This design comes from an exercise in tuning for small area on the open sky130 flow, not from production work. In this exercise RTL edits were held to simulation tests only and were not proved equivalent to the original. Power and IR drop assume default switching activity.

## Gelu_Top
module Gelu_Top
(
    input clk,
    input rst_n,
    input gelu,
    input [2:0]    in_scale,
    input [8 *32-1:0]    dat_in,
    output[8 *32-1:0]    dat_out,
    input  in_vld,
    output out_vld
);
For scale: roughly 260 flip-flops.
clock: 6.0 ns
lec_check: 0
abc_area: 1
cap_margin: 20
core_margin: 2
core_utilization: 40
gpl_timing_driven: 0
setup_slack_margin: 0.1
slew_margin: 20
standard.sh (not shown) runs the stock make flow with config.mk's settings and CLKGATE_MAP_FILE= SYNTH_SCRIPT=/design/flow/synth_recipe.tcl, a recipe that flattens the netlist after the stock synthesis.
==> flow/flow/run.sh <==
#!/bin/bash
# Own layout flow: the standard ORFS flow (standard.sh) with these changes:
#  - synthesis maps the logic with its own ABC script (flow/abc_area.script: a
#    balanced AIG mapped for area under a 2.5 ns delay target, with no buffering or
#    upsizing inside ABC, as OpenROAD repairs timing later) and without
#    Yosys's full/half-adder extraction;
#  - ports are buffered with sky130_fd_sc_hd__buf_1;
#  - CTS adds no dummy loads.
# make's output goes to flow_make.log here; ORFS keeps each step's log under orfs/logs.
set -euo pipefail
W=$(pwd)
rm -rf "$W/scripts"
cp -r "$FLOW_HOME/scripts" "$W/scripts"
cp "$W/flow/abc_area.script" "$W/scripts/abc_area.script"
export SCRIPTS_DIR="$W/scripts"
bash standard.sh ADDER_MAP_FILE= \
  "BUFFER_PORTS_ARGS=-buffer_cell sky130_fd_sc_hd__buf_1" \
  "CTS_ARGS=-sink_clustering_enable -repair_clock_nets -dont_use_dummy_load" \
  finish > "$W/flow_make.log" 2>&1
==> flow/flow/abc_area.script <==
strash
&get -n
&b
&put
dch
map -D 2500
topo
The starting point completed without violations.
==> next run, changes <==
==> flow/run.sh (new file) <==
#!/bin/bash
# synth_recipe.tcl (not shown) runs the flow's synth.tcl, then flattens the netlist and writes it again
# the make line also repeats each setting of config.mk as NAME=value (left out here)
make -C /OpenROAD-flow-scripts/flow DESIGN_CONFIG=/design/flow/config.mk WORK_HOME=/design/flow/orfs CLKGATE_MAP_FILE= SYNTH_SCRIPT=/design/flow/synth_recipe.tcl finish
CORE_UTILIZATION = 30   (was 40)
SETUP_SLACK_MARGIN = 0.2   (was 0.1)
removed: flow/flow/run.sh
removed: flow/flow/abc_area.script
removed: flow/standard.sh
What happened: The changed run produced a clean layout. Total power is higher by 29%. Cell count is higher by 23%. Wire length is higher by 57%.
==> next run, changes <==
==> flow/flow/run.sh (new file) <==
#!/bin/bash
# Own layout flow: the standard ORFS flow (standard.sh) with these changes:
#  - synthesis maps the logic with an area-only ABC script (flow/abc_area.script:
#    no buffering/upsizing inside ABC; OpenROAD repairs timing later) and without
#    Yosys's full/half-adder extraction;
#  - ports are buffered with sky130_fd_sc_hd__buf_1;
#  - CTS adds no dummy loads.
# make's output goes to flow_make.log here; ORFS keeps each step's log under orfs/logs.
set -euo pipefail
W=$(pwd)
rm -rf "$W/scripts"
cp -r "$FLOW_HOME/scripts" "$W/scripts"
cp "$W/flow/abc_area.script" "$W/scripts/abc_area.script"
export SCRIPTS_DIR="$W/scripts"
bash standard.sh ADDER_MAP_FILE= \
  "BUFFER_PORTS_ARGS=-buffer_cell sky130_fd_sc_hd__buf_1" \
  "CTS_ARGS=-sink_clustering_enable -repair_clock_nets -dont_use_dummy_load" \
  finish > "$W/flow_make.log" 2>&1
==> flow/flow/abc_area.script (new file) <==
strash
dch
map -a
topo
stime -c
==> flow/standard.sh (new file) <==
#!/bin/bash
# synth_recipe.tcl (not shown) runs the flow's synth.tcl, then flattens the netlist and writes it again
# the make line also repeats each setting of config.mk as NAME=value (left out here)
make -C /OpenROAD-flow-scripts/flow DESIGN_CONFIG=/design/flow/config.mk WORK_HOME=/design/flow/orfs CLKGATE_MAP_FILE= SYNTH_SCRIPT=/design/flow/synth_recipe.tcl "${@:-finish}"
CORE_UTILIZATION = 40   (was 30)
SETUP_SLACK_MARGIN = 0.1   (was 0.2)
removed: flow/run.sh
Final cell count shrinks by about 20%.
Worst setup slack gets better by 0.046 ns.
Maximum frequency grows by 0.80%.
Critical path depth came out higher by 10.
Final area decreases by 22%.
Area after synthesis falls by about 18%.
Total power goes down by 21%.
Combinational power drops by about 30%.
Non-clock buffer count went down by 383.
Routed wire length fell by about 35%.
Synthesized cell count falls by about 15%.
==> next run, changes <==
--- a/flow/flow/run.sh
+++ b/flow/flow/run.sh
@@ -3,2 +3,3 @@
-#  - synthesis maps the logic with an area-only ABC script (flow/abc_area.script:
-#    no buffering/upsizing inside ABC; OpenROAD repairs timing later) and without
+#  - synthesis maps the logic with its own ABC script (flow/abc_area.script: a
+#    balanced AIG mapped for area under a 2.5 ns delay target, with no buffering or
+#    upsizing inside ABC, as OpenROAD repairs timing later) and without
@@ -7 +8 @@
-#  - CTS adds no dummy loads.
+#  - CTS clusters up to 20 sinks within 80 um per leaf buffer and adds no dummy loads.
@@ -17 +18 @@
-  "CTS_ARGS=-sink_clustering_enable -repair_clock_nets -dont_use_dummy_load" \
+  "CTS_ARGS=-sink_clustering_enable -repair_clock_nets -dont_use_dummy_load -sink_clustering_size 20 -sink_clustering_max_diameter 80" \
==> flow/flow/abc_area.script (replaced) <==
strash
&get -n
&b
&put
dch
map -D 2500
topo
SETUP_SLACK_MARGIN = 0.15   (was 0.1)
What happened: Worst hold slack is worse by 0.035 ns; global-route usage goes down by 0.61 points; final cell count goes up by 0.44%; utilization goes down by 1.8 points; synthesized cell count goes up by 0.80%; sequential cell count stays the same; maximum frequency stays flat; power goes down by about 5.5%; critical path depth goes down by 6; wire length goes down by 2.7%.

---

Setup of JK:
Gelu_Top again, from the RTL that the note above started with.
Settings: LEC_CHECK=0, ABC_AREA=1, CAP_MARGIN=20, CORE_MARGIN=2, CORE_UTILIZATION=30, GPL_TIMING_DRIVEN=0, SETUP_SLACK_MARGIN=0.2, SLEW_MARGIN=20; clock period 6.0 ns.
==> flow/flow/run.sh <==
#!/bin/bash
# Own layout flow: the standard ORFS flow (standard.sh) with these changes:
#  - synthesis maps the logic with an area-only ABC script (flow/abc_area.script:
#    no buffering/upsizing inside ABC; OpenROAD repairs timing later) and without
#    Yosys's full/half-adder extraction;
#  - ports are buffered with sky130_fd_sc_hd__buf_1;
#  - CTS adds no dummy loads.
# make's output goes to flow_make.log here; ORFS keeps each step's log under orfs/logs.
set -euo pipefail
W=$(pwd)
rm -rf "$W/scripts"
cp -r "$FLOW_HOME/scripts" "$W/scripts"
cp "$W/flow/abc_area.script" "$W/scripts/abc_area.script"
export SCRIPTS_DIR="$W/scripts"
bash standard.sh ADDER_MAP_FILE= \
  "BUFFER_PORTS_ARGS=-buffer_cell sky130_fd_sc_hd__buf_1" \
  "CTS_ARGS=-sink_clustering_enable -repair_clock_nets -dont_use_dummy_load" \
  finish > "$W/flow_make.log" 2>&1
==> flow/flow/abc_area.script <==
strash
dch
map -a
topo
stime -c
Changes in MS relative to JK:
# JK
export LEC_CHECK = 0
export ABC_AREA = 1
export CAP_MARGIN = 20
export CORE_MARGIN = 2
export CORE_UTILIZATION = 30
export GPL_TIMING_DRIVEN = 0
export SETUP_SLACK_MARGIN = 0.2
export SLEW_MARGIN = 20
create_clock -name core_clock -period 6.0 [get_ports {clk}]
# MS
export LEC_CHECK = 0
export ABC_AREA = 1
export CAP_MARGIN = 20
export CORE_MARGIN = 2
export CORE_UTILIZATION = 35
export GPL_TIMING_DRIVEN = 0
export SETUP_SLACK_MARGIN = 0.1
export SLEW_MARGIN = 20
create_clock -name core_clock -period 6.0 [get_ports {clk}]
Delta (MS minus JK): growth of design area from synthesis to finish has decreased, global-route wire length before repair now sits lower, utilization after layout increased by 5.4 points relative to the old numbers. What JK reported for wire length on met3 has to be multiplied by 0.882 to get the figure for MS. NOTE static leakage power JK->MS decreased slightly. JK ended up with y_reg[38] as its worst setup path endpoint; MS ended up with y_reg[54]. Looking at routed wire length, MS sits about 5% lower than JK does.

## re-timing with driven ports
In the flow no input, the clock included, has a driving cell. The finished layouts below were timed again as built, in two steps.
Step 1 sets driving cells, clkbuf_16 on the clock port and buf_2 on the other inputs (assumed; they add their load-dependent delay and slew).
Step 2 times the ports against the registers' clock, not the clock port: input delays grow and output delays shrink by t, the midpoint of the rising clock arrivals with the driver on.
Three values: ideal ports, drivers, drivers and shift; two values: the first two.
run	shift t [ns]	slack for setup (ns)	worst setup path at the end	worst register clock-pin slew, ns
the first run of note 1	0.679	0.231 / 0.262 / -0.418	input to register	0.06 / 0.06
the second run of note 1	0.716	0.223 / 0.124 / -0.592	input to register	0.07 / 0.07
the third run of note 1	0.679	0.269 / 0.308 / -0.371	input to register	0.06 / 0.06
the fourth run of note 1	0.724	0.272 / 0.313 / -0.411	input to register	0.08 / 0.08
JK	0.671	0.406 / 0.439 / -0.232	input to register	0.07 / 0.07
MS	0.671	0.253 / 0.302 / -0.369	input to register	0.06 / 0.06
Met with ideal ports but missed after step 2: setup timing in every run listed. For the second run of note 1, which loses most, drivers alone change the setup slack by -0.099 ns; drivers and shift together by -0.815 ns.
